This design comes from an exercise in tuning for small area and a short achievable clock period on the open sky130 flow, not from production work. For this run, only the layout was checked, not whether the RTL still works. Power and IR drop assume default switching activity.

[flow/flow/run.sh]
#!/bin/bash
set -euo pipefail
bash standard.sh SETUP_SLACK_MARGIN=5.5 finish > make_finish.log 2>&1
[flow/standard.sh]
#!/bin/bash
# synth_recipe.tcl (not shown) runs the flow's synth.tcl, then flattens the netlist and writes it again
# the make line also repeats each setting of config.mk as NAME=value (left out here)
make -C /OpenROAD-flow-scripts/flow DESIGN_CONFIG=/design/flow/config.mk WORK_HOME=/design/flow/orfs CLKGATE_MAP_FILE= SYNTH_SCRIPT=/design/flow/synth_recipe.tcl "${@:-finish}"
[flow/config.mk]
export PLATFORM = sky130hd
export DESIGN_NAME = SIMD
export DESIGN_NICKNAME = SIMD
export VERILOG_FILES = /design/flow/design.v
export SDC_FILE = /design/flow/constraint.sdc
export NUM_CORES = 4
export LEC_CHECK = 0
export CAP_MARGIN = 20
export CORE_MARGIN = 2
export CORE_UTILIZATION = 60
export CTS_CLUSTER_DIAMETER = 150
export CTS_CLUSTER_SIZE = 20
export SLEW_MARGIN = 20
[flow/constraint.sdc]
create_clock -name core_clock -period 10.0 [get_ports {clk}]
set_input_delay 2.0000 -clock core_clock [delete_from_list [all_inputs] [get_ports {clk}]]
set_output_delay 2.0000 -clock core_clock [all_outputs]
set_load 0.01 [all_outputs]
[flow/design.v]
module simd_addsub(
input  [15:0] a,
input  [15:0] b,
input  [1:0]  w,
input         sub,
output [15:0] s
);
wire [15:0] y = sub ? ~b : b;
wire p1 = (w != 2'd0);
wire p2 = (w == 2'd2);
wire [20:0] fx = {a[15:12], p1 | sub, a[11:8], p2 | sub, a[7:4], p1 | sub, a[3:0], sub};
wire [20:0] fy = {y[15:12], ~p1 & sub, y[11:8], ~p2 & sub, y[7:4], ~p1 & sub, y[3:0], sub};
wire [20:0] fs = fx + fy;
assign s = {fs[19:16], fs[14:11], fs[9:6], fs[4:1]};
endmodule
module simd_booth_enc(
  input  [15:0] b,
  input         m4, m8, m16,
  output [7:0]  one, two, neg
);
  wire nm4 = ~m4, nm8 = ~m8, nm16 = ~m16;
  assign one[0] = b[0];
  assign two[0] = b[1] & ~b[0];
  assign neg[0] = b[1];
  wire bm1 = b[1];
  assign one[1] = b[2] ^ bm1;
  assign two[1] = (b[3] & ~b[2] & ~bm1) | (~b[3] & b[2] & bm1);
  assign neg[1] = b[3];
  wire bm2 = (b[3] & nm4);
  assign one[2] = b[4] ^ bm2;
  assign two[2] = (b[5] & ~b[4] & ~bm2) | (~b[5] & b[4] & bm2);
  assign neg[2] = b[5];
  wire bm3 = b[5];
  assign one[3] = b[6] ^ bm3;
  assign two[3] = (b[7] & ~b[6] & ~bm3) | (~b[7] & b[6] & bm3);
  assign neg[3] = b[7];
  wire bm4 = (b[7] & m16);
  assign one[4] = b[8] ^ bm4;
  assign two[4] = (b[9] & ~b[8] & ~bm4) | (~b[9] & b[8] & bm4);
  assign neg[4] = b[9];
  wire bm5 = b[9];
  assign one[5] = b[10] ^ bm5;
  assign two[5] = (b[11] & ~b[10] & ~bm5) | (~b[11] & b[10] & bm5);
  assign neg[5] = b[11];
  wire bm6 = (b[11] & nm4);
  assign one[6] = b[12] ^ bm6;
  assign two[6] = (b[13] & ~b[12] & ~bm6) | (~b[13] & b[12] & bm6);
  assign neg[6] = b[13];
  wire bm7 = b[13];
  assign one[7] = b[14] ^ bm7;
  assign two[7] = (b[15] & ~b[14] & ~bm7) | (~b[15] & b[14] & bm7);
  assign neg[7] = b[15];
endmodule
module simd_mul(
  input  [15:0] a,
  input  [7:0]  one, two, neg,
  input  [31:0] x,
  input         r,
  input         m4, m8, m16,
  output [15:0] pl, pl1,
  output [15:0] hx, hy,
  output        hc
);
  wire nm4 = ~m4, nm8 = ~m8, nm16 = ~m16;
  wire t0 = (one[0] & a[0]) ^ neg[0];
  wire t1 = ((one[0] & a[1]) | (two[0] & a[0])) ^ neg[0];
  wire t2 = ((one[0] & a[2]) | (two[0] & a[1])) ^ neg[0];
  wire t3 = ((one[0] & a[3]) | (two[0] & a[2])) ^ neg[0];
  wire t4 = (m4 & (~(((one[0] | two[0]) & a[3]) ^ neg[0]))) | (nm4 & (((one[0] & a[4]) | (two[0] & a[3])) ^ neg[0]));
  wire t5 = one[0] & nm4;
  wire t6 = two[0] & nm4;
  wire t7 = neg[0] & nm4;
  wire t8 = ((t5 & a[5]) | (t6 & a[4])) ^ t7;
  wire t9 = ((t5 & a[6]) | (t6 & a[5])) ^ t7;
  wire t10 = ((t5 & a[7]) | (t6 & a[6])) ^ t7;
  wire t11 = (m8 & (~(((one[0] | two[0]) & a[7]) ^ neg[0]))) | (m16 & (((one[0] & a[8]) | (two[0] & a[7])) ^ neg[0]));
  wire t12 = one[0] & m16;
  wire t13 = two[0] & m16;
  wire t14 = neg[0] & m16;
  wire t15 = ((t12 & a[9]) | (t13 & a[8])) ^ t14;
  wire t16 = ((t12 & a[10]) | (t13 & a[9])) ^ t14;
  wire t17 = ((t12 & a[11]) | (t13 & a[10])) ^ t14;
  wire t18 = ((t12 & a[12]) | (t13 & a[11])) ^ t14;
  wire t19 = ((t12 & a[13]) | (t13 & a[12])) ^ t14;
  wire t20 = ((t12 & a[14]) | (t13 & a[13])) ^ t14;
  wire t21 = ((t12 & a[15]) | (t13 & a[14])) ^ t14;
  wire t22 = m16 & ~(((t12 | t13) & a[15]) ^ t14);
  wire t23 = (one[1] & a[0]) ^ neg[1];
  wire t24 = ((one[1] & a[1]) | (two[1] & a[0])) ^ neg[1];
  wire t25 = ((one[1] & a[2]) | (two[1] & a[1])) ^ neg[1];
  wire t26 = ((one[1] & a[3]) | (two[1] & a[2])) ^ neg[1];
  wire t27 = (m4 & (~(((one[1] | two[1]) & a[3]) ^ neg[1]))) | (nm4 & (((one[1] & a[4]) | (two[1] & a[3])) ^ neg[1]));
  wire t28 = one[1] & nm4;
  wire t29 = two[1] & nm4;
  wire t30 = neg[1] & nm4;
  wire t31 = ((t28 & a[5]) | (t29 & a[4])) ^ t30;
  wire t32 = ((t28 & a[6]) | (t29 & a[5])) ^ t30;
  wire t33 = ((t28 & a[7]) | (t29 & a[6])) ^ t30;
  wire t34 = (m8 & (~(((one[1] | two[1]) & a[7]) ^ neg[1]))) | (m16 & (((one[1] & a[8]) | (two[1] & a[7])) ^ neg[1]));
  wire t35 = one[1] & m16;
  wire t36 = two[1] & m16;
  wire t37 = neg[1] & m16;
  wire t38 = ((t35 & a[9]) | (t36 & a[8])) ^ t37;
  wire t39 = ((t35 & a[10]) | (t36 & a[9])) ^ t37;
  wire t40 = ((t35 & a[11]) | (t36 & a[10])) ^ t37;
  wire t41 = ((t35 & a[12]) | (t36 & a[11])) ^ t37;
  wire t42 = ((t35 & a[13]) | (t36 & a[12])) ^ t37;
  wire t43 = ((t35 & a[14]) | (t36 & a[13])) ^ t37;
  wire t44 = ((t35 & a[15]) | (t36 & a[14])) ^ t37;
  wire t45 = m16 & ~(((t35 | t36) & a[15]) ^ t37);
  wire t46 = one[2] & nm4;
  wire t47 = two[2] & nm4;
  wire t48 = neg[2] & nm4;
  wire t49 = (t46 & a[0]) ^ t48;
  wire t50 = ((t46 & a[1]) | (t47 & a[0])) ^ t48;
  wire t51 = ((t46 & a[2]) | (t47 & a[1])) ^ t48;
  wire t52 = ((t46 & a[3]) | (t47 & a[2])) ^ t48;
  wire t53 = (m4 & ((one[2] & a[4]) ^ neg[2])) | (nm4 & (((one[2] & a[4]) | (two[2] & a[3])) ^ neg[2]));
  wire t54 = ((one[2] & a[5]) | (two[2] & a[4])) ^ neg[2];
  wire t55 = ((one[2] & a[6]) | (two[2] & a[5])) ^ neg[2];
  wire t56 = ((one[2] & a[7]) | (two[2] & a[6])) ^ neg[2];
  wire t57 = (nm16 & (~(((one[2] | two[2]) & a[7]) ^ neg[2]))) | (m16 & (((one[2] & a[8]) | (two[2] & a[7])) ^ neg[2]));
  wire t58 = one[2] & m16;
  wire t59 = two[2] & m16;
  wire t60 = neg[2] & m16;
  wire t61 = ((t58 & a[9]) | (t59 & a[8])) ^ t60;
  wire t62 = ((t58 & a[10]) | (t59 & a[9])) ^ t60;
  wire t63 = ((t58 & a[11]) | (t59 & a[10])) ^ t60;
  wire t64 = ((t58 & a[12]) | (t59 & a[11])) ^ t60;
  wire t65 = ((t58 & a[13]) | (t59 & a[12])) ^ t60;
  wire t66 = ((t58 & a[14]) | (t59 & a[13])) ^ t60;
  wire t67 = ((t58 & a[15]) | (t59 & a[14])) ^ t60;
  wire t68 = m16 & ~(((t58 | t59) & a[15]) ^ t60);
  wire t69 = one[3] & nm4;
  wire t70 = two[3] & nm4;
  wire t71 = neg[3] & nm4;
  wire t72 = (t69 & a[0]) ^ t71;
  wire t73 = ((t69 & a[1]) | (t70 & a[0])) ^ t71;
  wire t74 = ((t69 & a[2]) | (t70 & a[1])) ^ t71;
  wire t75 = ((t69 & a[3]) | (t70 & a[2])) ^ t71;
  wire t76 = (m4 & ((one[3] & a[4]) ^ neg[3])) | (nm4 & (((one[3] & a[4]) | (two[3] & a[3])) ^ neg[3]));
  wire t77 = ((one[3] & a[5]) | (two[3] & a[4])) ^ neg[3];
  wire t78 = ((one[3] & a[6]) | (two[3] & a[5])) ^ neg[3];
  wire t79 = ((one[3] & a[7]) | (two[3] & a[6])) ^ neg[3];
  wire t80 = (nm16 & (~(((one[3] | two[3]) & a[7]) ^ neg[3]))) | (m16 & (((one[3] & a[8]) | (two[3] & a[7])) ^ neg[3]));
  wire t81 = one[3] & m16;
  wire t82 = two[3] & m16;
  wire t83 = neg[3] & m16;
  wire t84 = ((t81 & a[9]) | (t82 & a[8])) ^ t83;
  wire t85 = ((t81 & a[10]) | (t82 & a[9])) ^ t83;
  wire t86 = ((t81 & a[11]) | (t82 & a[10])) ^ t83;
  wire t87 = ((t81 & a[12]) | (t82 & a[11])) ^ t83;
  wire t88 = ((t81 & a[13]) | (t82 & a[12])) ^ t83;
  wire t89 = ((t81 & a[14]) | (t82 & a[13])) ^ t83;
  wire t90 = ((t81 & a[15]) | (t82 & a[14])) ^ t83;
  wire t91 = m16 & ~(((t81 | t82) & a[15]) ^ t83);
  wire t92 = one[4] & m16;
  wire t93 = two[4] & m16;
  wire t94 = neg[4] & m16;
  wire t95 = (t92 & a[0]) ^ t94;
  wire t96 = ((t92 & a[1]) | (t93 & a[0])) ^ t94;
  wire t97 = ((t92 & a[2]) | (t93 & a[1])) ^ t94;
  wire t98 = ((t92 & a[3]) | (t93 & a[2])) ^ t94;
  wire t99 = ((t92 & a[4]) | (t93 & a[3])) ^ t94;
  wire t100 = ((t92 & a[5]) | (t93 & a[4])) ^ t94;
  wire t101 = ((t92 & a[6]) | (t93 & a[5])) ^ t94;
  wire t102 = ((t92 & a[7]) | (t93 & a[6])) ^ t94;
  wire t103 = (nm16 & ((one[4] & a[8]) ^ neg[4])) | (m16 & (((one[4] & a[8]) | (two[4] & a[7])) ^ neg[4]));
  wire t104 = ((one[4] & a[9]) | (two[4] & a[8])) ^ neg[4];
  wire t105 = ((one[4] & a[10]) | (two[4] & a[9])) ^ neg[4];
  wire t106 = ((one[4] & a[11]) | (two[4] & a[10])) ^ neg[4];
  wire t107 = (m4 & (~(((one[4] | two[4]) & a[11]) ^ neg[4]))) | (nm4 & (((one[4] & a[12]) | (two[4] & a[11])) ^ neg[4]));
  wire t108 = one[4] & nm4;
  wire t109 = two[4] & nm4;
  wire t110 = neg[4] & nm4;
  wire t111 = ((t108 & a[13]) | (t109 & a[12])) ^ t110;
  wire t112 = ((t108 & a[14]) | (t109 & a[13])) ^ t110;
  wire t113 = ((t108 & a[15]) | (t109 & a[14])) ^ t110;
  wire t114 = nm4 & ~(((t108 | t109) & a[15]) ^ t110);
  wire t115 = one[5] & m16;
  wire t116 = two[5] & m16;
  wire t117 = neg[5] & m16;
  wire t118 = (t115 & a[0]) ^ t117;
  wire t119 = ((t115 & a[1]) | (t116 & a[0])) ^ t117;
  wire t120 = ((t115 & a[2]) | (t116 & a[1])) ^ t117;
  wire t121 = ((t115 & a[3]) | (t116 & a[2])) ^ t117;
  wire t122 = ((t115 & a[4]) | (t116 & a[3])) ^ t117;
  wire t123 = ((t115 & a[5]) | (t116 & a[4])) ^ t117;
  wire t124 = ((t115 & a[6]) | (t116 & a[5])) ^ t117;
  wire t125 = ((t115 & a[7]) | (t116 & a[6])) ^ t117;
  wire t126 = (nm16 & ((one[5] & a[8]) ^ neg[5])) | (m16 & (((one[5] & a[8]) | (two[5] & a[7])) ^ neg[5]));
  wire t127 = ((one[5] & a[9]) | (two[5] & a[8])) ^ neg[5];
  wire t128 = ((one[5] & a[10]) | (two[5] & a[9])) ^ neg[5];
  wire t129 = ((one[5] & a[11]) | (two[5] & a[10])) ^ neg[5];
  wire t130 = (m4 & (~(((one[5] | two[5]) & a[11]) ^ neg[5]))) | (nm4 & (((one[5] & a[12]) | (two[5] & a[11])) ^ neg[5]));
  wire t131 = one[5] & nm4;
  wire t132 = two[5] & nm4;
  wire t133 = neg[5] & nm4;
  wire t134 = ((t131 & a[13]) | (t132 & a[12])) ^ t133;
  wire t135 = ((t131 & a[14]) | (t132 & a[13])) ^ t133;
  wire t136 = ((t131 & a[15]) | (t132 & a[14])) ^ t133;
  wire t137 = nm4 & ~(((t131 | t132) & a[15]) ^ t133);
  wire t138 = one[6] & m16;
  wire t139 = two[6] & m16;
  wire t140 = neg[6] & m16;
  wire t141 = (t138 & a[0]) ^ t140;
  wire t142 = ((t138 & a[1]) | (t139 & a[0])) ^ t140;
  wire t143 = ((t138 & a[2]) | (t139 & a[1])) ^ t140;
  wire t144 = ((t138 & a[3]) | (t139 & a[2])) ^ t140;
  wire t145 = ((t138 & a[4]) | (t139 & a[3])) ^ t140;
  wire t146 = ((t138 & a[5]) | (t139 & a[4])) ^ t140;
  wire t147 = ((t138 & a[6]) | (t139 & a[5])) ^ t140;
  wire t148 = ((t138 & a[7]) | (t139 & a[6])) ^ t140;
  wire t149 = (m8 & ((one[6] & a[8]) ^ neg[6])) | (m16 & (((one[6] & a[8]) | (two[6] & a[7])) ^ neg[6]));
  wire t150 = one[6] & nm4;
  wire t151 = two[6] & nm4;
  wire t152 = neg[6] & nm4;
  wire t153 = ((t150 & a[9]) | (t151 & a[8])) ^ t152;
  wire t154 = ((t150 & a[10]) | (t151 & a[9])) ^ t152;
  wire t155 = ((t150 & a[11]) | (t151 & a[10])) ^ t152;
  wire t156 = (m4 & ((one[6] & a[12]) ^ neg[6])) | (nm4 & (((one[6] & a[12]) | (two[6] & a[11])) ^ neg[6]));
  wire t157 = ((one[6] & a[13]) | (two[6] & a[12])) ^ neg[6];
  wire t158 = ((one[6] & a[14]) | (two[6] & a[13])) ^ neg[6];
  wire t159 = ((one[6] & a[15]) | (two[6] & a[14])) ^ neg[6];
  wire t160 = ~(((one[6] | two[6]) & a[15]) ^ neg[6]);
  wire t161 = one[7] & m16;
  wire t162 = two[7] & m16;
  wire t163 = neg[7] & m16;
  wire t164 = (t161 & a[0]) ^ t163;
  wire t165 = ((t161 & a[1]) | (t162 & a[0])) ^ t163;
  wire t166 = ((t161 & a[2]) | (t162 & a[1])) ^ t163;
  wire t167 = ((t161 & a[3]) | (t162 & a[2])) ^ t163;
  wire t168 = ((t161 & a[4]) | (t162 & a[3])) ^ t163;
  wire t169 = ((t161 & a[5]) | (t162 & a[4])) ^ t163;
  wire t170 = ((t161 & a[6]) | (t162 & a[5])) ^ t163;
  wire t171 = ((t161 & a[7]) | (t162 & a[6])) ^ t163;
  wire t172 = (m8 & ((one[7] & a[8]) ^ neg[7])) | (m16 & (((one[7] & a[8]) | (two[7] & a[7])) ^ neg[7]));
  wire t173 = one[7] & nm4;
  wire t174 = two[7] & nm4;
  wire t175 = neg[7] & nm4;
  wire t176 = ((t173 & a[9]) | (t174 & a[8])) ^ t175;
  wire t177 = ((t173 & a[10]) | (t174 & a[9])) ^ t175;
  wire t178 = ((t173 & a[11]) | (t174 & a[10])) ^ t175;
  wire t179 = (m4 & ((one[7] & a[12]) ^ neg[7])) | (nm4 & (((one[7] & a[12]) | (two[7] & a[11])) ^ neg[7]));
  wire t180 = ((one[7] & a[13]) | (two[7] & a[12])) ^ neg[7];
  wire t181 = ((one[7] & a[14]) | (two[7] & a[13])) ^ neg[7];
  wire t182 = ((one[7] & a[15]) | (two[7] & a[14])) ^ neg[7];
  wire t183 = ~(((one[7] | two[7]) & a[15]) ^ neg[7]);
  wire t184 = (m4 & neg[0]) | (m8 & neg[0]) | (m16 & neg[0]);
  wire t185 = (m4 & neg[1]) | (m8 & neg[1]) | (m16 & neg[1]);
  wire t186 = (m8 & neg[2]) | (m16 & neg[2]);
  wire t187 = (m8 & neg[3]) | (m16 & neg[3]);
  wire t188 = (m4 & neg[2]) | (m16 & neg[4]);
  wire t189 = (m4 & neg[3]) | (m16 & neg[5]);
  wire t190 = (m16 & neg[6]);
  wire t191 = (m16 & neg[7]);
  wire t192 = (m4 & neg[4]) | (m8 & neg[4]);
  wire t193 = (m4 & neg[5]) | (m8 & neg[5]);
  wire t194 = (m8 & neg[6]);
  wire t195 = (m8 & neg[7]);
  wire t196 = (m4 & neg[6]);
  wire t197 = (m4 & neg[7]);
  wire t198 = x[0] ^ t184;
  wire t199 = x[0] & t184;
  wire t200 = x[1] ^ t1;
  wire t201 = x[1] & t1;
  wire fs202, fc202;
  assign {fc202, fs202} = {1'b0, x[2]} + {1'b0, t185} + {1'b0, t2};
  wire t203 = t23 ^ t201;
  wire t204 = t23 & t201;
  wire fs205, fc205;
  assign {fc205, fs205} = {1'b0, x[3]} + {1'b0, t3} + {1'b0, t24};
  wire t206 = fc202 ^ t204;
  wire t207 = fc202 & t204;
  wire fs208, fc208;
  assign {fc208, fs208} = {1'b0, x[4]} + {1'b0, t186} + {1'b0, t25};
  wire fs209, fc209;
  assign {fc209, fs209} = {1'b0, t49} + {1'b0, t4} + {1'b0, fc205};
  wire t210 = fs208 ^ t207;
  wire t211 = fs208 & t207;
  wire fs212, fc212;
  assign {fc212, fs212} = {1'b0, x[5]} + {1'b0, t8} + {1'b0, t26};
  wire fs213, fc213;
  assign {fc213, fs213} = {1'b0, t50} + {1'b0, fc208} + {1'b0, fs212};
  wire t214 = fc209 ^ t211;
  wire t215 = fc209 & t211;
  wire fs216, fc216;
  assign {fc216, fs216} = {1'b0, x[6]} + {1'b0, t187} + {1'b0, t9};
  wire fs217, fc217;
  assign {fc217, fs217} = {1'b0, t51} + {1'b0, t72} + {1'b0, t27};
  wire fs218, fc218;
  assign {fc218, fs218} = {1'b0, fc212} + {1'b0, fs216} + {1'b0, fs217};
  wire t219 = fc213 ^ t215;
  wire t220 = fc213 & t215;
  wire fs221, fc221;
  assign {fc221, fs221} = {1'b0, x[7]} + {1'b0, t10} + {1'b0, t31};
  wire t222 = fc221 & nm4;
  wire fs223, fc223;
  assign {fc223, fs223} = {1'b0, t52} + {1'b0, t73} + {1'b0, fc216};
  wire t224 = fc223 & nm4;
  wire fs225, fc225;
  assign {fc225, fs225} = {1'b0, fc217} + {1'b0, fs221} + {1'b0, fs223};
  wire t226 = fc225 & nm4;
  wire t227 = fc218 ^ t220;
  wire t228 = fc218 & t220;
  wire t229 = t228 & nm4;
  wire fs230, fc230;
  assign {fc230, fs230} = {1'b0, x[8]} + {1'b0, t188} + {1'b0, t32};
  wire fs231, fc231;
  assign {fc231, fs231} = {1'b0, t74} + {1'b0, t95} + {1'b0, t11};
  wire fs232, fc232;
  assign {fc232, fs232} = {1'b0, t53} + {1'b0, fs230} + {1'b0, t222};
  wire fs233, fc233;
  assign {fc233, fs233} = {1'b0, fs231} + {1'b0, t224} + {1'b0, fs232};
  wire t234 = t226 ^ t229;
  wire t235 = t226 & t229;
  wire fs236, fc236;
  assign {fc236, fs236} = {1'b0, x[9]} + {1'b0, t15} + {1'b0, t33};
  wire fs237, fc237;
  assign {fc237, fs237} = {1'b0, t54} + {1'b0, t75} + {1'b0, t96};
  wire fs238, fc238;
  assign {fc238, fs238} = {1'b0, fc230} + {1'b0, fc231} + {1'b0, fs236};
  wire fs239, fc239;
  assign {fc239, fs239} = {1'b0, fs237} + {1'b0, fc232} + {1'b0, fs238};
  wire t240 = fc233 ^ fs239;
  wire t241 = fc233 & fs239;
  wire fs242, fc242;
  assign {fc242, fs242} = {1'b0, x[10]} + {1'b0, t189} + {1'b0, t16};
  wire fs243, fc243;
  assign {fc243, fs243} = {1'b0, t55} + {1'b0, t97} + {1'b0, t118};
  wire fs244, fc244;
  assign {fc244, fs244} = {1'b0, t34} + {1'b0, t76} + {1'b0, fc236};
  wire fs245, fc245;
  assign {fc245, fs245} = {1'b0, fc237} + {1'b0, fs242} + {1'b0, fs243};
  wire fs246, fc246;
  assign {fc246, fs246} = {1'b0, fc238} + {1'b0, fs244} + {1'b0, fs245};
  wire t247 = fc239 ^ fs246;
  wire t248 = fc239 & fs246;
  wire fs249, fc249;
  assign {fc249, fs249} = {1'b0, x[11]} + {1'b0, t17} + {1'b0, t38};
  wire fs250, fc250;
  assign {fc250, fs250} = {1'b0, t56} + {1'b0, t77} + {1'b0, t98};
  wire fs251, fc251;
  assign {fc251, fs251} = {1'b0, t119} + {1'b0, fc242} + {1'b0, fc243};
  wire fs252, fc252;
  assign {fc252, fs252} = {1'b0, fs249} + {1'b0, fs250} + {1'b0, fc244};
  wire fs253, fc253;
  assign {fc253, fs253} = {1'b0, fc245} + {1'b0, fs251} + {1'b0, fs252};
  wire t254 = fc246 ^ t248;
  wire t255 = fc246 & t248;
  wire fs256, fc256;
  assign {fc256, fs256} = {1'b0, x[12]} + {1'b0, t190} + {1'b0, t18};
  wire fs257, fc257;
  assign {fc257, fs257} = {1'b0, t39} + {1'b0, t78} + {1'b0, t99};
  wire fs258, fc258;
  assign {fc258, fs258} = {1'b0, t120} + {1'b0, t141} + {1'b0, t57};
  wire fs259, fc259;
  assign {fc259, fs259} = {1'b0, fc249} + {1'b0, fc250} + {1'b0, fs256};
  wire fs260, fc260;
  assign {fc260, fs260} = {1'b0, fs257} + {1'b0, fs258} + {1'b0, fc251};
  wire fs261, fc261;
  assign {fc261, fs261} = {1'b0, fs259} + {1'b0, fc252} + {1'b0, fs260};
  wire t262 = fc253 ^ fs261;
  wire t263 = fc253 & fs261;
  wire fs264, fc264;
  assign {fc264, fs264} = {1'b0, x[13]} + {1'b0, t19} + {1'b0, t40};
  wire fs265, fc265;
  assign {fc265, fs265} = {1'b0, t61} + {1'b0, t79} + {1'b0, t100};
  wire fs266, fc266;
  assign {fc266, fs266} = {1'b0, t121} + {1'b0, t142} + {1'b0, fc256};
  wire fs267, fc267;
  assign {fc267, fs267} = {1'b0, fc257} + {1'b0, fc258} + {1'b0, fs264};
  wire fs268, fc268;
  assign {fc268, fs268} = {1'b0, fs265} + {1'b0, fc259} + {1'b0, fs266};
  wire fs269, fc269;
  assign {fc269, fs269} = {1'b0, fs267} + {1'b0, fc260} + {1'b0, fs268};
  wire t270 = fc261 ^ fs269;
  wire t271 = fc261 & fs269;
  wire fs272, fc272;
  assign {fc272, fs272} = {1'b0, x[14]} + {1'b0, t191} + {1'b0, t20};
  wire fs273, fc273;
  assign {fc273, fs273} = {1'b0, t41} + {1'b0, t62} + {1'b0, t101};
  wire fs274, fc274;
  assign {fc274, fs274} = {1'b0, t122} + {1'b0, t143} + {1'b0, t164};
  wire fs275, fc275;
  assign {fc275, fs275} = {1'b0, t80} + {1'b0, fc264} + {1'b0, fc265};
  wire fs276, fc276;
  assign {fc276, fs276} = {1'b0, fs272} + {1'b0, fs273} + {1'b0, fs274};
  wire fs277, fc277;
  assign {fc277, fs277} = {1'b0, fc266} + {1'b0, fc267} + {1'b0, fs275};
  wire fs278, fc278;
  assign {fc278, fs278} = {1'b0, fs276} + {1'b0, fc268} + {1'b0, fs277};
  wire t279 = fc269 ^ fs278;
  wire t280 = fc269 & fs278;
  wire fs281, fc281;
  assign {fc281, fs281} = {1'b0, x[15]} + {1'b0, t21} + {1'b0, t42};
  wire t282 = fc281 & m16;
  wire fs283, fc283;
  assign {fc283, fs283} = {1'b0, t63} + {1'b0, t84} + {1'b0, t102};
  wire t284 = fc283 & m16;
  wire fs285, fc285;
  assign {fc285, fs285} = {1'b0, t123} + {1'b0, t144} + {1'b0, t165};
  wire t286 = fc285 & m16;
  wire fs287, fc287;
  assign {fc287, fs287} = {1'b0, fc272} + {1'b0, fc273} + {1'b0, fc274};
  wire t288 = fc287 & m16;
  wire fs289, fc289;
  assign {fc289, fs289} = {1'b0, fs281} + {1'b0, fs283} + {1'b0, fs285};
  wire t290 = fc289 & m16;
  wire fs291, fc291;
  assign {fc291, fs291} = {1'b0, fc275} + {1'b0, fc276} + {1'b0, fs287};
  wire t292 = fc291 & m16;
  wire fs293, fc293;
  assign {fc293, fs293} = {1'b0, fs289} + {1'b0, fc277} + {1'b0, fs291};
  wire t294 = fc293 & m16;
  wire t295 = fc278 ^ fs293;
  wire t296 = fc278 & fs293;
  wire t297 = t296 & m16;
  wire fs298, fc298;
  assign {fc298, fs298} = {1'b0, x[16]} + {1'b0, t192} + {1'b0, t22};
  wire fs299, fc299;
  assign {fc299, fs299} = {1'b0, t43} + {1'b0, t64} + {1'b0, t85};
  wire fs300, fc300;
  assign {fc300, fs300} = {1'b0, t124} + {1'b0, t145} + {1'b0, t166};
  wire fs301, fc301;
  assign {fc301, fs301} = {1'b0, t103} + {1'b0, fs298} + {1'b0, fs299};
  wire fs302, fc302;
  assign {fc302, fs302} = {1'b0, fs300} + {1'b0, t282} + {1'b0, t284};
  wire fs303, fc303;
  assign {fc303, fs303} = {1'b0, t286} + {1'b0, t288} + {1'b0, fs301};
  wire fs304, fc304;
  assign {fc304, fs304} = {1'b0, t290} + {1'b0, fs302} + {1'b0, t292};
  wire fs305, fc305;
  assign {fc305, fs305} = {1'b0, fs303} + {1'b0, t294} + {1'b0, fs304};
  wire fs306, fc306;
  assign {fc306, fs306} = {1'b0, x[17]} + {1'b0, t44} + {1'b0, t65};
  wire fs307, fc307;
  assign {fc307, fs307} = {1'b0, t86} + {1'b0, t104} + {1'b0, t125};
  wire fs308, fc308;
  assign {fc308, fs308} = {1'b0, t146} + {1'b0, t167} + {1'b0, fc298};
  wire fs309, fc309;
  assign {fc309, fs309} = {1'b0, fc299} + {1'b0, fc300} + {1'b0, fs306};
  wire fs310, fc310;
  assign {fc310, fs310} = {1'b0, fs307} + {1'b0, fc301} + {1'b0, fs308};
  wire fs311, fc311;
  assign {fc311, fs311} = {1'b0, fc302} + {1'b0, fs309} + {1'b0, fc303};
  wire fs312, fc312;
  assign {fc312, fs312} = {1'b0, fs310} + {1'b0, fc304} + {1'b0, fs311};
  wire fs313, fc313;
  assign {fc313, fs313} = {1'b0, x[18]} + {1'b0, t193} + {1'b0, t45};
  wire fs314, fc314;
  assign {fc314, fs314} = {1'b0, t66} + {1'b0, t87} + {1'b0, t105};
  wire fs315, fc315;
  assign {fc315, fs315} = {1'b0, t147} + {1'b0, t168} + {1'b0, t126};
  wire fs316, fc316;
  assign {fc316, fs316} = {1'b0, fc306} + {1'b0, fc307} + {1'b0, fs313};
  wire fs317, fc317;
  assign {fc317, fs317} = {1'b0, fs314} + {1'b0, fs315} + {1'b0, fc308};
  wire fs318, fc318;
  assign {fc318, fs318} = {1'b0, fc309} + {1'b0, fs316} + {1'b0, fc310};
  wire fs319, fc319;
  assign {fc319, fs319} = {1'b0, fs317} + {1'b0, fc311} + {1'b0, fs318};
  wire fs320, fc320;
  assign {fc320, fs320} = {1'b0, x[19]} + {1'b0, t67} + {1'b0, t88};
  wire fs321, fc321;
  assign {fc321, fs321} = {1'b0, t106} + {1'b0, t127} + {1'b0, t148};
  wire fs322, fc322;
  assign {fc322, fs322} = {1'b0, t169} + {1'b0, fc313} + {1'b0, fc314};
  wire fs323, fc323;
  assign {fc323, fs323} = {1'b0, fc315} + {1'b0, fs320} + {1'b0, fs321};
  wire fs324, fc324;
  assign {fc324, fs324} = {1'b0, fc316} + {1'b0, fs322} + {1'b0, fs323};
  wire fs325, fc325;
  assign {fc325, fs325} = {1'b0, fc317} + {1'b0, fs324} + {1'b0, fc318};
  wire fs326, fc326;
  assign {fc326, fs326} = {1'b0, x[20]} + {1'b0, t194} + {1'b0, t68};
  wire fs327, fc327;
  assign {fc327, fs327} = {1'b0, t89} + {1'b0, t128} + {1'b0, t170};
  wire fs328, fc328;
  assign {fc328, fs328} = {1'b0, t107} + {1'b0, t149} + {1'b0, fc320};
  wire fs329, fc329;
  assign {fc329, fs329} = {1'b0, fc321} + {1'b0, fs326} + {1'b0, fs327};
  wire fs330, fc330;
  assign {fc330, fs330} = {1'b0, fc322} + {1'b0, fc323} + {1'b0, fs328};
  wire fs331, fc331;
  assign {fc331, fs331} = {1'b0, fs329} + {1'b0, fc324} + {1'b0, fs330};
  wire fs332, fc332;
  assign {fc332, fs332} = {1'b0, x[21]} + {1'b0, t90} + {1'b0, t111};
  wire fs333, fc333;
  assign {fc333, fs333} = {1'b0, t129} + {1'b0, t153} + {1'b0, t171};
  wire fs334, fc334;
  assign {fc334, fs334} = {1'b0, fc326} + {1'b0, fc327} + {1'b0, fs332};
  wire fs335, fc335;
  assign {fc335, fs335} = {1'b0, fs333} + {1'b0, fc328} + {1'b0, fc329};
  wire fs336, fc336;
  assign {fc336, fs336} = {1'b0, fs334} + {1'b0, fc330} + {1'b0, fs335};
  wire fs337, fc337;
  assign {fc337, fs337} = {1'b0, x[22]} + {1'b0, t195} + {1'b0, t91};
  wire fs338, fc338;
  assign {fc338, fs338} = {1'b0, t112} + {1'b0, t154} + {1'b0, t130};
  wire fs339, fc339;
  assign {fc339, fs339} = {1'b0, t172} + {1'b0, fc332} + {1'b0, fc333};
  wire fs340, fc340;
  assign {fc340, fs340} = {1'b0, fs337} + {1'b0, fs338} + {1'b0, fc334};
  wire fs341, fc341;
  assign {fc341, fs341} = {1'b0, fs339} + {1'b0, fc335} + {1'b0, fs340};
  wire fs342, fc342;
  assign {fc342, fs342} = {1'b0, x[23]} + {1'b0, t113} + {1'b0, t134};
  wire t343 = fc342 & nm4;
  wire fs344, fc344;
  assign {fc344, fs344} = {1'b0, t155} + {1'b0, t176} + {1'b0, fc337};
  wire t345 = fc344 & nm4;
  wire fs346, fc346;
  assign {fc346, fs346} = {1'b0, fc338} + {1'b0, fs342} + {1'b0, fc339};
  wire t347 = fc346 & nm4;
  wire fs348, fc348;
  assign {fc348, fs348} = {1'b0, fs344} + {1'b0, fc340} + {1'b0, fs346};
  wire t349 = fc348 & nm4;
  wire fs350, fc350;
  assign {fc350, fs350} = {1'b0, x[24]} + {1'b0, t196} + {1'b0, t114};
  wire fs351, fc351;
  assign {fc351, fs351} = {1'b0, t135} + {1'b0, t177} + {1'b0, t156};
  wire fs352, fc352;
  assign {fc352, fs352} = {1'b0, fs350} + {1'b0, t343} + {1'b0, fs351};
  wire fs353, fc353;
  assign {fc353, fs353} = {1'b0, t345} + {1'b0, fs352} + {1'b0, t347};
  wire fs354, fc354;
  assign {fc354, fs354} = {1'b0, x[25]} + {1'b0, t136} + {1'b0, t157};
  wire fs355, fc355;
  assign {fc355, fs355} = {1'b0, t178} + {1'b0, fc350} + {1'b0, fc351};
  wire fs356, fc356;
  assign {fc356, fs356} = {1'b0, fs354} + {1'b0, fc352} + {1'b0, fs355};
  wire fs357, fc357;
  assign {fc357, fs357} = {1'b0, x[26]} + {1'b0, t197} + {1'b0, t137};
  wire fs358, fc358;
  assign {fc358, fs358} = {1'b0, t158} + {1'b0, t179} + {1'b0, fc354};
  wire fs359, fc359;
  assign {fc359, fs359} = {1'b0, fs357} + {1'b0, fc355} + {1'b0, fs358};
  wire fs360, fc360;
  assign {fc360, fs360} = {1'b0, x[27]} + {1'b0, t159} + {1'b0, t180};
  wire fs361, fc361;
  assign {fc361, fs361} = {1'b0, fc357} + {1'b0, fs360} + {1'b0, fc358};
  wire fs362, fc362;
  assign {fc362, fs362} = {1'b0, x[28]} + {1'b0, t160} + {1'b0, t181};
  wire t363 = fc360 ^ fs362;
  wire t364 = fc360 & fs362;
  wire fs365, fc365;
  assign {fc365, fs365} = {1'b0, x[29]} + {1'b0, t182} + {1'b0, fc362};
  wire t366 = x[30] ^ t183;
  wire t367 = x[30] & t183;
  wire t368 = t0 & t198;
  wire t369 = t199 & t200;
  wire t370 = fs202 & t203;
  wire t371 = fs205 & t206;
  wire t372 = fs209 & t210;
  wire t373 = fs213 & t214;
  wire t374 = fs218 & t219;
  wire t375 = fs225 & t227;
  wire t376 = fs233 & t234;
  wire t377 = t235 & t240;
  wire t378 = t241 & t247;
  wire t379 = fs253 & t254;
  wire t380 = t255 & t262;
  wire t381 = t263 & t270;
  wire t382 = t271 & t279;
  wire t383 = t280 & t295;
  wire t384 = t0 ^ t198;
  wire t385 = t199 ^ t200;
  wire t386 = fs202 ^ t203;
  wire t387 = fs205 ^ t206;
  wire t388 = fs209 ^ t210;
  wire t389 = fs213 ^ t214;
  wire t390 = fs218 ^ t219;
  wire t391 = fs225 ^ t227;
  wire t392 = fs233 ^ t234;
  wire t393 = t235 ^ t240;
  wire t394 = t241 ^ t247;
  wire t395 = fs253 ^ t254;
  wire t396 = t255 ^ t262;
  wire t397 = t263 ^ t270;
  wire t398 = t271 ^ t279;
  wire t399 = t280 ^ t295;
  wire t400 = t369 | (t385 & t368);
  wire t401 = t370 | (t386 & t369);
  wire t402 = t386 & t385;
  wire t403 = t371 | (t387 & t370);
  wire t404 = t387 & t386;
  wire t405 = t372 | (t388 & t371);
  wire t406 = t388 & t387;
  wire t407 = t373 | (t389 & t372);
  wire t408 = t389 & t388;
  wire t409 = t374 | (t390 & t373);
  wire t410 = t390 & t389;
  wire t411 = t375 | (t391 & t374);
  wire t412 = t391 & t390;
  wire t413 = 1'b0 | (nm4 & t375);
  wire t414 = nm4 & t391;
  wire t415 = t376 | (t392 & 1'b0);
  wire t416 = t392 & nm4;
  wire t417 = t377 | (t393 & t376);
  wire t418 = t393 & t392;
  wire t419 = t378 | (t394 & t377);
  wire t420 = t394 & t393;
  wire t421 = t379 | (t395 & t378);
  wire t422 = t395 & t394;
  wire t423 = t380 | (t396 & t379);
  wire t424 = t396 & t395;
  wire t425 = t381 | (t397 & t380);
  wire t426 = t397 & t396;
  wire t427 = t382 | (t398 & t381);
  wire t428 = t398 & t397;
  wire t429 = t383 | (t399 & t382);
  wire t430 = t399 & t398;
  wire t431 = t401 | (t402 & t368);
  wire t432 = t403 | (t404 & t400);
  wire t433 = t405 | (t406 & t401);
  wire t434 = t406 & t402;
  wire t435 = t407 | (t408 & t403);
  wire t436 = t408 & t404;
  wire t437 = t409 | (t410 & t405);
  wire t438 = t410 & t406;
  wire t439 = t411 | (t412 & t407);
  wire t440 = t412 & t408;
  wire t441 = t413 | (t414 & t409);
  wire t442 = t414 & t410;
  wire t443 = t415 | (t416 & t411);
  wire t444 = t416 & t412;
  wire t445 = t417 | (t418 & t413);
  wire t446 = t418 & t414;
  wire t447 = t419 | (t420 & t415);
  wire t448 = t420 & t416;
  wire t449 = t421 | (t422 & t417);
  wire t450 = t422 & t418;
  wire t451 = t423 | (t424 & t419);
  wire t452 = t424 & t420;
  wire t453 = t425 | (t426 & t421);
  wire t454 = t426 & t422;
  wire t455 = t427 | (t428 & t423);
  wire t456 = t428 & t424;
  wire t457 = t429 | (t430 & t425);
  wire t458 = t430 & t426;
  wire t459 = t433 | (t434 & t368);
  wire t460 = t435 | (t436 & t400);
  wire t461 = t437 | (t438 & t431);
  wire t462 = t439 | (t440 & t432);
  wire t463 = t441 | (t442 & t433);
  wire t464 = t442 & t434;
  wire t465 = t443 | (t444 & t435);
  wire t466 = t444 & t436;
  wire t467 = t445 | (t446 & t437);
  wire t468 = t446 & t438;
  wire t469 = t447 | (t448 & t439);
  wire t470 = t448 & t440;
  wire t471 = t449 | (t450 & t441);
  wire t472 = t450 & t442;
  wire t473 = t451 | (t452 & t443);
  wire t474 = t452 & t444;
  wire t475 = t453 | (t454 & t445);
  wire t476 = t454 & t446;
  wire t477 = t455 | (t456 & t447);
  wire t478 = t456 & t448;
  wire t479 = t457 | (t458 & t449);
  wire t480 = t458 & t450;
  wire t481 = t463 | (t464 & t368);
  wire t482 = t465 | (t466 & t400);
  wire t483 = t467 | (t468 & t431);
  wire t484 = t469 | (t470 & t432);
  wire t485 = t471 | (t472 & t459);
  wire t486 = t473 | (t474 & t460);
  wire t487 = t475 | (t476 & t461);
  wire t488 = t477 | (t478 & t462);
  wire t489 = t479 | (t480 & t463);
  wire t490 = t480 & t464;
  wire t491 = t489 | (t490 & t368);
  wire t492 = t384 ^ 1'b0;
  wire t493 = t385 ^ t368;
  wire t494 = t386 ^ t400;
  wire t495 = t387 ^ t431;
  wire t496 = t388 ^ t432;
  wire t497 = t389 ^ t459;
  wire t498 = t390 ^ t460;
  wire t499 = t391 ^ t461;
  wire t500 = nm4 ^ t462;
  wire t501 = t392 ^ t481;
  wire t502 = t393 ^ t482;
  wire t503 = t394 ^ t483;
  wire t504 = t395 ^ t484;
  wire t505 = t396 ^ t485;
  wire t506 = t397 ^ t486;
  wire t507 = t398 ^ t487;
  wire t508 = t399 ^ t488;
  wire t509 = (t384 | r) ^ 1'b0;
  wire t510 = (t385 | r) ^ t368;
  wire t511 = (t386 | r) ^ t400;
  wire t512 = (t387 | r) ^ t431;
  wire t513 = (t388 | r) ^ t432;
  wire t514 = (t389 | r) ^ t459;
  wire t515 = (t390 | r) ^ t460;
  wire t516 = (t391 | r) ^ t461;
  wire t517 = (nm4 | r) ^ t462;
  wire t518 = (t392 | r) ^ t481;
  wire t519 = (t393 | r) ^ t482;
  wire t520 = (t394 | r) ^ t483;
  wire t521 = (t395 | r) ^ t484;
  wire t522 = (t396 | r) ^ t485;
  wire t523 = (t397 | r) ^ t486;
  wire t524 = (t398 | r) ^ t487;
  wire t525 = (t399 | r) ^ t488;
  assign pl = {t508, t507, t506, t505, t504, t503, t502, t501, t499, t498, t497, t496, t495, t494, t493, t492};
  assign pl1 = {t525, t524, t523, t522, t521, t520, t519, t518, t516, t515, t514, t513, t512, t511, t510, t509};
  assign hc = t491 & m16;
  assign hx = {x[31], fc365, t364, fc361, fc359, fc356, fc353, t349, fc341, fc336, fc331, fc325, fc319, fc312, fc305, t297};
  assign hy = {t367, t366, fs365, t363, fs361, fs359, fs356, fs353, fs348, fs341, fs336, fs331, fs325, fs319, fs312, fs305};
endmodule
module simd_shift(
input  [15:0] d,
input  [1:0]  w,
input         right,
input         arith,
output [15:0] q
);
wire s4 = (w == 2'd0);
wire s16 = (w == 2'd2);
wire [15:0] tops = {1'b1, 3'b0, s4, 3'b0, ~s16, 3'b0, s4, 3'b0};
wire [15:0] bots = {3'b0, s4, 3'b0, ~s16, 3'b0, s4, 3'b0, 1'b1};
wire [15:0] rsh = ({1'b0, d[15:1]} & ~tops) | (d & tops & {16{arith}});
wire [15:0] lsh = {d[14:0], 1'b0} & ~bots;
assign q = right ? rsh : lsh;
endmodule
module SIMD(
input [11:0] instruction,
input clk,
input rst,
output [31:0] outputvalue
);
reg  [11:8] cmd;             
reg  rst_d;                  
reg  [255:0] rf;             
reg  [15:0] ra;              
reg  [7:0]  e_one, e_two, e_neg;    
reg  [31:0] e_x;             
reg  e_m4, e_m8, e_m16;       
reg  [3:0] e_dst;
reg  [15:0] res_l, out_l, out_h;
reg  [15:0] w_hx, w_hy;      
reg  w_hc, w_k24;            
reg  [15:0] sel_a;
reg  [3:0]  sel_w, sel_b, sel_c;
wire [11:0] ins = instruction;
wire [3:0] ins_a = (ins[11:10] == 2'b10) ? {ins[3:2], ins[1:0]} : {ins[7:6], ins[1:0]};
always @(posedge clk) begin
  sel_a <= 16'd1 << ins_a;
  sel_w <= 4'd1 << ins[7:6];
  sel_b <= 4'd1 << ins[3:2];
  sel_c <= 4'd1 << ins[5:4];
end
wire [3:0] op = cmd[11:8];
wire [1:0] w  = {sel_w[2] | sel_w[3], sel_w[1] | sel_w[3]};
wire [1:0] fc = {sel_c[2] | sel_c[3], sel_c[1] | sel_c[3]};
wire       fb0 = sel_b[1] | sel_b[3];
wire nop = rst | rst_d;
wire mul = ~nop & (op[3:1] == 3'd1);
reg [15:0] rd_a, rd_b, rd_c;
reg [15:0] bank [0:3];
integer r, k;
always @* begin
  rd_a = 16'd0;
  for (r = 0; r < 16; r = r + 1)
    rd_a = rd_a | ({16{sel_a[r]}} & rf[16*r +: 16]);
  for (k = 0; k < 4; k = k + 1) begin
    bank[k] = 16'd0;
    for (r = 0; r < 4; r = r + 1)
      bank[k] = bank[k] | ({16{sel_w[r]}} & rf[16*(4*r+k) +: 16]);
  end
  rd_b = 16'd0;
  rd_c = 16'd0;
  for (k = 0; k < 4; k = k + 1) begin
    rd_b = rd_b | ({16{sel_b[k]}} & bank[k]);
    rd_c = rd_c | ({16{sel_c[k]}} & bank[k]);
  end
end
wire [15:0] as_out;
simd_addsub as(.a(rd_a), .b(rd_b), .w(w), .sub(op == 4'd1), .s(as_out));
wire [15:0] sh_out;
simd_shift sh(.d(rd_a), .w(w), .right(fb0), .arith(op == 4'd6), .q(sh_out));
wire [15:0] pre = ({16{~nop & (op[3:1] == 3'd0)}} & as_out)
                | ({16{~nop & ((op == 4'd4) | (op == 4'd6))}} & sh_out)
                | ({16{~nop & (op == 4'd8)}}  & (rd_a & rd_c))
                | ({16{~nop & (op == 4'd9)}}  & (rd_a | rd_c))
                | ({16{~nop & (op == 4'd10)}} & (rd_a ^ rd_c))
                | ({16{~nop & (op == 4'd11)}} & ~rd_a);
wire m4 = sel_w[0], m8 = sel_w[1], m16 = sel_w[2] | sel_w[3];
wire [7:0] one, two, neg;
simd_booth_enc be(.b(rd_b), .m4(m4), .m8(m8), .m16(m16), .one(one), .two(two), .neg(neg));
wire [3:0] par4 = {^rd_b[15:12], ^rd_b[11:8], ^rd_b[7:4], ^rd_b[3:0]};
wire [1:0] par8 = {par4[3] ^ par4[2], par4[1] ^ par4[0]};
wire par16 = par8[1] ^ par8[0];
wire [3:0] q;
assign q[0] = ~(rd_a[3] & par4[0]);
assign q[1] = m4 ? ~(rd_a[7] & par4[1]) : ~(rd_a[7] & par8[0]);
assign q[2] = ~(rd_a[11] & par4[2]);
assign q[3] = m4 ? ~(rd_a[15] & par4[3]) : m8 ? ~(rd_a[15] & par8[1]) : ~(rd_a[15] & par16);
wire [15:0] c = (op == 4'd3) ? rd_c : 16'd0;
wire [31:0] x4 = {q[3], 1'b0, 1'b1, ~c[15], c[15:12], q[2], 1'b0, 1'b1, ~c[11], c[11:8],
                  q[1], 1'b0, 1'b1, ~c[7],  c[7:4],   q[0], 1'b0, 1'b1, ~c[3],  c[3:0]};
wire [31:0] x8 = {q[3], 1'b0, 1'b1, 1'b0, 1'b1, 1'b0, 1'b1, ~c[15], c[15:8],
                  q[1], 1'b0, 1'b1, 1'b0, 1'b1, 1'b0, 1'b1, ~c[7],  c[7:0]};
wire [31:0] x16 = {q[3], 1'b0, 1'b1, 1'b0, 1'b1, 1'b0, 1'b1, 1'b0, 1'b1, 1'b0, 1'b1,
                   1'b0, 1'b1, 1'b0, 1'b1, ~c[15], c[15:0]};
wire [31:0] x = ~mul ? {16'hAAAB, pre} : m4 ? x4 : m8 ? x8 : x16;
always @(posedge clk) begin
  ra <= rd_a;
  e_one <= one & {8{mul}};
  e_two <= two & {8{mul}};
  e_neg <= neg & {8{mul}};
  e_x <= x;
  e_m4 <= mul & m4;
  e_m8 <= mul & m8;
  e_m16 <= ~mul | m16;
  e_dst <= nop ? 4'd0 : {w, fc};
  rst_d <= rst;
  cmd <= instruction[11:8];
end
wire [15:0] res, res1, hx, hy;
wire hc;
simd_mul mu(.a(ra), .one(e_one), .two(e_two), .neg(e_neg), .x(e_x), .r(rst_d),
            .m4(e_m4), .m8(e_m8), .m16(e_m16), .pl(res), .pl1(res1), .hx(hx), .hy(hy), .hc(hc));
wire [17:0] hs = {w_hx[15:8], w_k24, w_hx[7:0], w_hc} + {w_hy[15:8], 1'b0, w_hy[7:0], w_hc};
integer i;
always @(posedge clk) begin
  res_l <= res;
  w_hx <= hx;
  w_hy <= hy;
  w_hc <= hc;
  w_k24 <= ~e_m4;
  out_l <= res_l;
  out_h <= {hs[17:10], hs[8:1]};
  for (i = 0; i < 16; i = i + 1)
    if (rst_d | (e_dst == i))
      rf[16*i +: 16] <= (res1 & rf_init(i)) | (res & ~rf_init(i));
end
function [15:0] rf_init(input integer r);
  case (r)
    1:  rf_init = 16'b0001_1000_1000_0100;
    2:  rf_init = 16'b1110_0110_0110_1100;
    4:  rf_init = 16'b0010_0111_0100_1100;
    5:  rf_init = 16'b1101_1000_1000_0101;
    8:  rf_init = 16'b0001_0110_0100_1010;
    9:  rf_init = 16'b1111_1010_1010_0100;
    13: rf_init = 16'b0001_1000_1000_0100;
    default: rf_init = 16'b0;
  endcase
endfunction
assign outputvalue = {out_h, out_l};
endmodule
==> metrics.md <==
| Metric | Value |
|---|---|
| Final Core Density | 67.12% |
| Total negative slack | 0 ps |
| Total Wirelength | 90240 um |
| Worst-margin pin slew | 1228 ps |
| Row cnt | 77 |
| CP Class | reg2reg |
| Share of post-route cells with drive strength above 1 | 12.51% |
| Clk sinks | 447 |
| Tmin final | 4666 ps |
| Max transition margin | 18.00% |
| Root buf cell | clkbuf_16 |
| Sequential element share of the synthesized area | 43.38% |
| Final hold violation count | 0 |
| Max Cap Violations | 0 |
| Top_reg_cell synth | edfxtp_1 |
| #FFs+latches synth | 447 |
| Critical Path Start Type | register |
| Clk buf depth | 3 |
| Clock latency (worst-skew pair) | 620 ps |
| Core footprint | 43930 um2 |
| Layout Nets | 2736 |
| Hold crit path type | reg2reg |
| Synth area leaders | edfxtp_1, dfxtp_1, a22oi_1 |
| Vias in the first global route | 20640 |
| Largest family of logic cells by synthesized area | compound AO/OA/AOI/OAI gates |
| Top cell type's share of synthesized area | 28.97% |
| CP Data Arrival Time | 5020 ps |
| Number of buffers created by CTS | 26 |
| Power Density | 170.8 nW/um2 |
| Worst Hold Path Cells | 0 |
| Post-DP HPWL | 59730 um |
| First-pass GRT wire length | 132200 um |
| Final setup viols | 0 |
| Part of the cycle the worst path needs | 46.66% |
| Sw Share | 33.68% |
| Avg Vias per Cell | 6.846 |
| P_int | 3340 uW |
| Clk pwr share | 22.2% |
| RSZ-0062 raised after global routing | true |
| Port-buffer cells | 45 |
| Chip Height | 214.3 um |
| Filler instances | 3462 |
| Switch Pwr | 1696 uW |
| Crit path max fanout | 14 |
| CTS tree | yes |
| R2R depth | 18 |
| Largest net degree at the start of global routing | 93 |
| DR vias | 21240 |
| Final ANT Viol Nets | 0 |
| Clock Skew | 48.05 ps |
| Adder-Cell Fraction of Synth Area | 14.21% |
| Mux contribution to synthesized area | 1.580% |
| Post-synth EDFFs | 256 |
| Global route overflow | 0 |
| Post-Synthesis Cells | 2508 |
| H-tree depth | 1 |
| Gr usage total | 38.62% |
| Static Leakage | 0.01118 uW |
| Yosys cell types | 74 |
| Post-synthesis area per instance | 10.58 um2 |
| Area occupied by multi-input gates | 14160 um2 |
| # DRC | 0 |
| Synth Area in Simple Gates | 9.086% |
| DIE AREA | 45920 um2 |
| Peak Freq | 214.3 MHz |
| FF/Latch Area | 11630 um2 |
| Reg power frac | 48.6% |
| Slew Limit Fails | 0 |
| Mapped Nets | 2752 |
| Synth area leader | edfxtp_1 |
| Max rail drop VDD | 0.0001696 V |
| Clock transition at path regs | 120 ps |
| P&R area growth vs syn | 11.13% |
| RePlAce Congestion | 0.9654 |
| DR iter-0 viols | 3225 |
| Routed len/inst | 29.08 um |
| Initial Util | 60.40% |
| Ys async rst share | 0% |
| Worst EP required | 10350 ps |
| Pre-antenna DRT Iters | 8 |
| Crit end category | register |
| Status | timing/DRC/antenna clean |
| Area fraction in compound gates after synthesis | 18.91% |
| Gate power share | 29.3% |
| Horiz. Die Dim | 214.3 um |
| Initial antenna violation count | 3 |
| IO Count | 46 |
| Synth Area in XOR/XNOR | 7.162% |
| Warnings, synthesis | 2 |
| Synthesized cell area | 26540 um2 |
==> synth_stat cells, types with 7 or more instances <==
| cell | count |
|---|---|
| a211oi_1 | 7 |
| a21o_1 | 20 |
| a21oi_1 | 48 |
| a221oi_1 | 55 |
| a22o_1 | 59 |
| a22oi_1 | 329 |
| a31o_2 | 8 |
| a31oi_1 | 10 |
| and2_1 | 27 |
| and3_1 | 7 |
| buf_1 | 23 |
| buf_2 | 11 |
| clkbuf_1 | 162 |
| dfxtp_1 | 191 |
| edfxtp_1 | 256 |
| fa_1 | 119 |
| ha_1 | 111 |
| inv_1 | 184 |
| mux2i_1 | 10 |
| mux4_2 | 13 |
| nand2_1 | 234 |
| nand2b_1 | 11 |
| nand3_1 | 44 |
| nand4_1 | 7 |
| nor2_1 | 123 |
| nor2b_1 | 23 |
| nor3_1 | 17 |
| o211ai_1 | 12 |
| o21a_1 | 11 |
| o21ai_0 | 45 |
| o22ai_1 | 8 |
| or2_2 | 12 |
| xnor2_1 | 162 |
| xor2_1 | 55 |
==> sequential cells by signal (all words and copies together) (netlist names) <==
name	cells
w_k24	1
sel_w	4
res_l	16
sel_a	16
sel_b	4
e_two	8
ra	16
out_l	16
e_m8	1
e_m4	1
e_m16	1
e_neg	8
w_hy	15
sel_c	4
e_x	30
rf	256
w_hc	1
w_hx	16
out_h	16
rst_d	1
e_one	8
cmd	4
e_dst	4
==> timing repair <==
item                                    CTS  global route
buffers inserted                         15            37
pin swaps                                16            30
resized for setup                        81            85
cloned                                    1             3
hold buffers                              0             0
endpoints found under the setup margin  156           130
==> worst max-delay path, cell delays in order (launching register included) <==
cell	delay, ps
dfxtp_4	400
a22oi_2	220
xor2_1	170
nor2_1	80
fa_1	510
inv_2	50
fa_2	590
inv_2	40
fa_1	550
ha_4	220
ha_4	310
nand3_4	120
o22ai_4	220
a211oi_4	60
o41ai_2	350
a21oi_2	110
buf_6	160
xnor2_4	130
buf_12	150
==> kinds of logic (layout without fill, tap and decap cells) <==
group | Yosys count | in the layout
AO/OA/AOI/OAI | 667 | 667
buffers and inverters | 389 | 390
XOR/XNOR | 217 | 218
multiplexers | 25 | 25
flip-flops | 447 | 447
other | 0 | 1
adder cells (fa/ha/maj) | 230 | 230
AND/OR/NAND/NOR | 533 | 533
==> layout make-up <==
cell class / instances / share of cell area, %
antenna: 1 / 0.008486
clock buffer: 45 / 2.520
clock inverter: 1 / 0.05516
inverter: 184 / 2.355
multi-input combinational: 1673 / 48.02
sequential: 447 / 39.43
tap: 592 / 2.512
timing repair buffer: 159 / 5.083
timing repair inverter: 1 / 0.01697
==> cells in the final DEF (no fill, tap or decap), types with 18 or more instances in the layout <==
| cell type | instances |
|---|---|
| nor2b_1 | 22 |
| a221oi_1 | 54 |
| clkbuf_1 | 18 |
| ha_1 | 98 |
| o21ai_0 | 42 |
| fa_1 | 108 |
| dfxtp_4 | 28 |
| nand3_1 | 43 |
| nor2_1 | 118 |
| a22oi_1 | 316 |
| clkbuf_16 | 29 |
| xor2_1 | 47 |
| clkdlybuf4s50_1 | 45 |
| a21oi_1 | 46 |
| nand2_1 | 233 |
| and2_1 | 27 |
| buf_4 | 95 |
| xnor2_1 | 153 |
| dfxtp_1 | 154 |
| inv_1 | 179 |
| a22o_1 | 59 |
| a21o_1 | 19 |
| edfxtp_1 | 256 |
==> power by group through the flow <==
stage,clock [uW],combinational (uW),sequential [uW]
finish,1120,1470,2450
global route,1200,1570,2460
CTS,1130,1370,2450
detailed placement,0,1310,2500
global placement,0,1290,2490
floorplan,0,894,2390
==> routing by layer <==
layer	GRT usage [%]	part of all wire (%)	routed length [um]
met3	8.213	13	11400
met2	61.15	46	41180
met5	0	0.028	25
met1	50.62	36	32350
met4	19.44	5.9	5280
==> per-stage QoR <==
step / cell area [um2] / power [uW] / hold slack [ps] / setup WS, ps / std cells
final: 29490 / 5036 / 305.3 / 5334 / 3103
after global routing: 29490 / 5235 / 336.6 / 5239 / 3102
after CTS: 28700 / 4944 / 316.1 / 5308 / 3062
after detailed placement: 27520 / 3808 / 313.2 / 4611 / 3000
after global placement: 27510 / 3778 / 309.7 / 4683 / 3000
after floorplan: 26800 / 3286 / 309.6 / 5500 / 2508
==> path summary, 6_finish.rpt <==
path / from / endpoint / slack [ps]
worst max-delay path: e_two[1]$_DFF_P_ / rf[255]$_DFFE_PP_ / 5330
worst min-delay path: res_l[0]$_DFF_P_ / out_l[0]$_DFF_P_ / 310
worst max register to register: e_two[1]$_DFF_P_ / rf[255]$_DFFE_PP_ / 5330
worst min register to register: res_l[0]$_DFF_P_ / out_l[0]$_DFF_P_ / 310

## separate check: timing with driven ports
The flow's constraints put no driver on any port. The routed layout listed below was extracted and timed again, unchanged, in two steps. Step 1: set_driving_cell puts a clkbuf_16 on clk and a buf_2 on each other input, an assumption about the parent block. Step 2 also shifts input and output timing later by t, the mid clock arrival at the registers, as if the neighbouring blocks saw the same clock. Three values: ideal ports, drivers, drivers and shift; two values: the first two.
t, ns: 0.654
setup slack, ns: 5.334 / 5.334 / 5.334
worst setup path after step 2: register to register
latest minus earliest clock arrival (ns): 0.048 / 0.048
After both steps setup and hold are still met in this run. The setup slack of this run moves by 0.000 ns with the drivers and by 0.000 ns with both steps.
